Context: an optimization exercise on an open-source flow, tuned for small area, a short achievable clock period and few clock cycles. The choices shown serve that exercise and are no tape-out recipe. The RTL was checked by simulation tests, not by an equivalence proof against the original design.

// SequentialMultiplier
module SequentialMultiplier(clock, reset, multiplicand, multiplier, product, ready, start);
    parameter N = 32;
    input clock;
    input reset;
    input [N-1:0] multiplicand, multiplier;
    output [2*N-1:0] product;
    output ready;
    input start;
    logic busy;
    logic first, first_n;                
    logic [2:0] count;                   
    logic b0;                            
    logic [34:0] acc_s, acc_c;       
    logic [N-1:0] ph_register;           
    logic [N-1:0] pl_register;           
    logic [3:0] one, two, neg;      
    logic [7:0] pend_s, pend_c;          
    logic pend_ci;                       
    logic pend_x;                        
    wire go = start & ~busy;
    wire accumulate = busy & ~count[2];
    wire resolve = busy & count[2];
    assign ready = ~busy;
    wire [8:0] bb = go ? {multiplier[8:1], 1'b0} : pl_register[15:7];
    wire [3:0] one_d, two_d, neg_d;
    genvar j;
    generate
        for (j = 0; j < 4; j = j + 1) begin : enc
            assign one_d[j] = bb[2*j+1] ^ bb[2*j];
            assign two_d[j] = (bb[2*j+2] & ~bb[2*j+1] & ~bb[2*j]) | (~bb[2*j+2] & bb[2*j+1] & bb[2*j]);
            assign neg_d[j] = bb[2*j+2] & ~(bb[2*j+1] & bb[2*j]);
        end
    endgenerate
    wire [N-1:0] m_register = ph_register;
    wire [34:0] sum_in = first ? {3'b0, m_register & {N{b0}}} : acc_s;
    wire [34:0] carry_in = ~first_n ? {1'b1, 34'b0} : acc_c;
    wire inj41 = ~(count[1] & count[0]);
    wire [N:0] m1 = {1'b0, m_register};
    wire [N:0] m2 = {m_register, 1'b0};
    wire [33:0] row0;
    assign row0[0] = ((one[0] & m1[0]) | (two[0] & m2[0])) ^ neg[0];
    assign row0[1] = ((one[0] & m1[1]) | (two[0] & m2[1])) ^ neg[0];
    assign row0[2] = ((one[0] & m1[2]) | (two[0] & m2[2])) ^ neg[0];
    assign row0[3] = ((one[0] & m1[3]) | (two[0] & m2[3])) ^ neg[0];
    assign row0[4] = ((one[0] & m1[4]) | (two[0] & m2[4])) ^ neg[0];
    assign row0[5] = ((one[0] & m1[5]) | (two[0] & m2[5])) ^ neg[0];
  ...
export LEC_CHECK = 0
export CAP_MARGIN = 20
export CORE_MARGIN = 2
export CORE_UTILIZATION = 40
export SETUP_SLACK_MARGIN = 1.25
export SLEW_MARGIN = 20
export SYNTH_HIERARCHICAL = 1
create_clock -name core_clock -period 4.0 [get_ports {clock}]
standard.sh (not shown) runs the stock make flow with config.mk's settings and CLKGATE_MAP_FILE= SYNTH_SCRIPT=/design/flow/synth_recipe.tcl, a recipe that flattens the netlist after the stock synthesis.
==> flow/flow/run.sh <==
#!/bin/bash
# Standard layout (the standard.sh, unchanged synthesis and steps), with
# the port buffers made from sky130_fd_sc_hd__buf_1 instead of the flow's
# default pick. Every tool's output goes to standard.log here.
set -euo pipefail
export BUFFER_PORTS_ARGS="-buffer_cell sky130_fd_sc_hd__buf_1"
bash standard.sh > standard.log 2>&1
The first run ran to the end with no violations.
Testbench counts at the start, summed over its fixed seeds: cycles 28,808.
Rerun with:
ABC_AREA = 1   (was default)
SETUP_SLACK_MARGIN = 1.3   (was 1.25)
Outcome: The new run passed the timing, DRC and antenna checks; final cell count goes up by 43%; register-to-register slack gains 0.05 ns; critical path depth goes up by 2; design area goes up by 10%; global-route usage goes up by 0.21 points; clock-buffer cell count goes down by 2; routed wire length goes up by 11%; clock skew goes up by 0.0042 ns; non-clock buffer count goes up by 45; sequential cell count does not change.
Rerun with:
ABC_AREA = default   (was 1)
Critical path depth rose by 3; core utilization fell by 0.23 points; global-route usage fell by 0.21 points.

* * *

Another version of the RTL of SequentialMultiplier (not shown whole).
For scale: roughly 1300 cells after synthesis, about 130 I/O pins.
export LEC_CHECK = 0
export CAP_MARGIN = 20
export CORE_MARGIN = 2
export CORE_UTILIZATION = 40
export SETUP_SLACK_MARGIN = 1.5
export SLEW_MARGIN = 20
export SYNTH_HIERARCHICAL = 1
create_clock -name core_clock -period 4.0 [get_ports {clock}]
run.sh (not shown) runs the stock make flow with config.mk's settings and CLKGATE_MAP_FILE= SYNTH_SCRIPT=/design/flow/synth_recipe.tcl, a recipe that flattens the netlist after the stock synthesis.
Stock flow here: none of the scripts above is used.
Testbench counts at the start, summed over its fixed seeds: cycles 28,808.
Change:
==> flow/flow/run.sh (new file) <==
#!/bin/bash
# Standard layout (the standard.sh, unchanged synthesis and steps), with
# the port buffers made from sky130_fd_sc_hd__buf_1 instead of the flow's
# default pick. Every tool's output goes to standard.log here.
set -euo pipefail
export BUFFER_PORTS_ARGS="-buffer_cell sky130_fd_sc_hd__buf_1"
bash standard.sh > standard.log 2>&1
==> flow/standard.sh (new file) <==
#!/bin/bash
# synth_recipe.tcl (not shown) runs the flow's synth.tcl, then flattens the netlist and writes it again
# the make line also repeats each setting of config.mk as NAME=value (left out here)
make -C /OpenROAD-flow-scripts/flow DESIGN_CONFIG=/design/flow/config.mk WORK_HOME=/design/flow/orfs CLKGATE_MAP_FILE= SYNTH_SCRIPT=/design/flow/synth_recipe.tcl "${@:-finish}"
Settings changed: SETUP_SLACK_MARGIN 1.5 to 1.2.
removed: flow/run.sh
What happened: Utilization fell by 7.1 points. Sequential share of layout area rose by 4.3 points. Wire length fell by roughly a tenth. Non-clock buffer count fell by 77. Clock-buffer cell count fell by 5.
Change:
--- a/flow/flow/run.sh
+++ b/flow/flow/run.sh
@@ -6,2 +6,3 @@
 export BUFFER_PORTS_ARGS="-buffer_cell sky130_fd_sc_hd__buf_1"
+export RECOVER_POWER=100
 bash standard.sh > standard.log 2>&1
Settings changed: SETUP_SLACK_MARGIN 1.2 to 1.0.
Result: This time the run ran to the end with violations: max-capacitance violations, max-slew violations. Routed wire length drops by 1.1%. Setup slack degrades by 540 ps. Count of clock-buffer cells in the layout rises by 1. Core utilization came out lower by 0.26 points. Die area is unchanged. Clock skew barely changes. Via count fell by 0.84%. Non-clock buffer count fell by 9. Sequential cell count does not change.
Change:
--- a/flow/flow/run.sh
+++ b/flow/flow/run.sh
@@ -6,3 +6,2 @@
 export BUFFER_PORTS_ARGS="-buffer_cell sky130_fd_sc_hd__buf_1"
-export RECOVER_POWER=100
 bash standard.sh > standard.log 2>&1
Settings changed: PLACE_DENSITY from default to 0.8, SETUP_SLACK_MARGIN 1.0 to 1.2.
After rerunning: The changed run finished with timing, DRC and antenna clean; non-clock buffer count grows by 8; setup slack improves by 520 ps; design area grows by 1.0%; clock-buffer cell count shrinks by 1; core utilization grows by 0.44 points; register-to-register slack improves by 520 ps; wire length grows by 3.4%.

[separate check: timing with driven ports]
The results above use ideal ports. As a check the final layouts listed here were re-extracted and re-timed, cells and wires unchanged.
Step 1 (the two cells are an assumption about what drives the block):
set clk [get_ports {clock}]
set_driving_cell -lib_cell sky130_fd_sc_hd__clkbuf_16 $clk
set_driving_cell -lib_cell sky130_fd_sc_hd__buf_2 [delete_from_list [all_inputs] $clk]
Step 2 moves the port delays by t, midway between the first and last clock arrival at a register: inputs arrive t later, outputs are due t later. That takes back most of the time a late clock gives input paths.
a / b / c = ideal / step 1 / step 2; a / b = the first two.
run	t (ns)	slack for setup (ns)	latest minus earliest clock arrival (ns)	worst data-port slew with drivers (ns)
the first run of note 1	0.495	1.327 / 1.327 / 1.327	0.016 / 0.017	0.04
the second run of note 1	0.498	1.379 / 1.379 / 1.379	0.021 / 0.021	0.04
the third run of note 1	0.493	1.362 / 1.362 / 1.362	0.015 / 0.015	0.04
the first run of note 2	0.504	1.251 / 1.251 / 1.195	0.013 / 0.014	0.07
the second run of note 2	0.500	1.261 / 1.261 / 1.261	0.015 / 0.014	0.07
the third run of note 2	0.506	0.717 / 0.717 / 0.717	0.016 / 0.017	0.05
the fourth run of note 2	0.499	1.237 / 1.237 / 1.237	0.018 / 0.018	0.05
The setup slack of the first run of note 2, which loses most, moves by 0.000 ns with the drivers and by -0.056 ns with both steps.
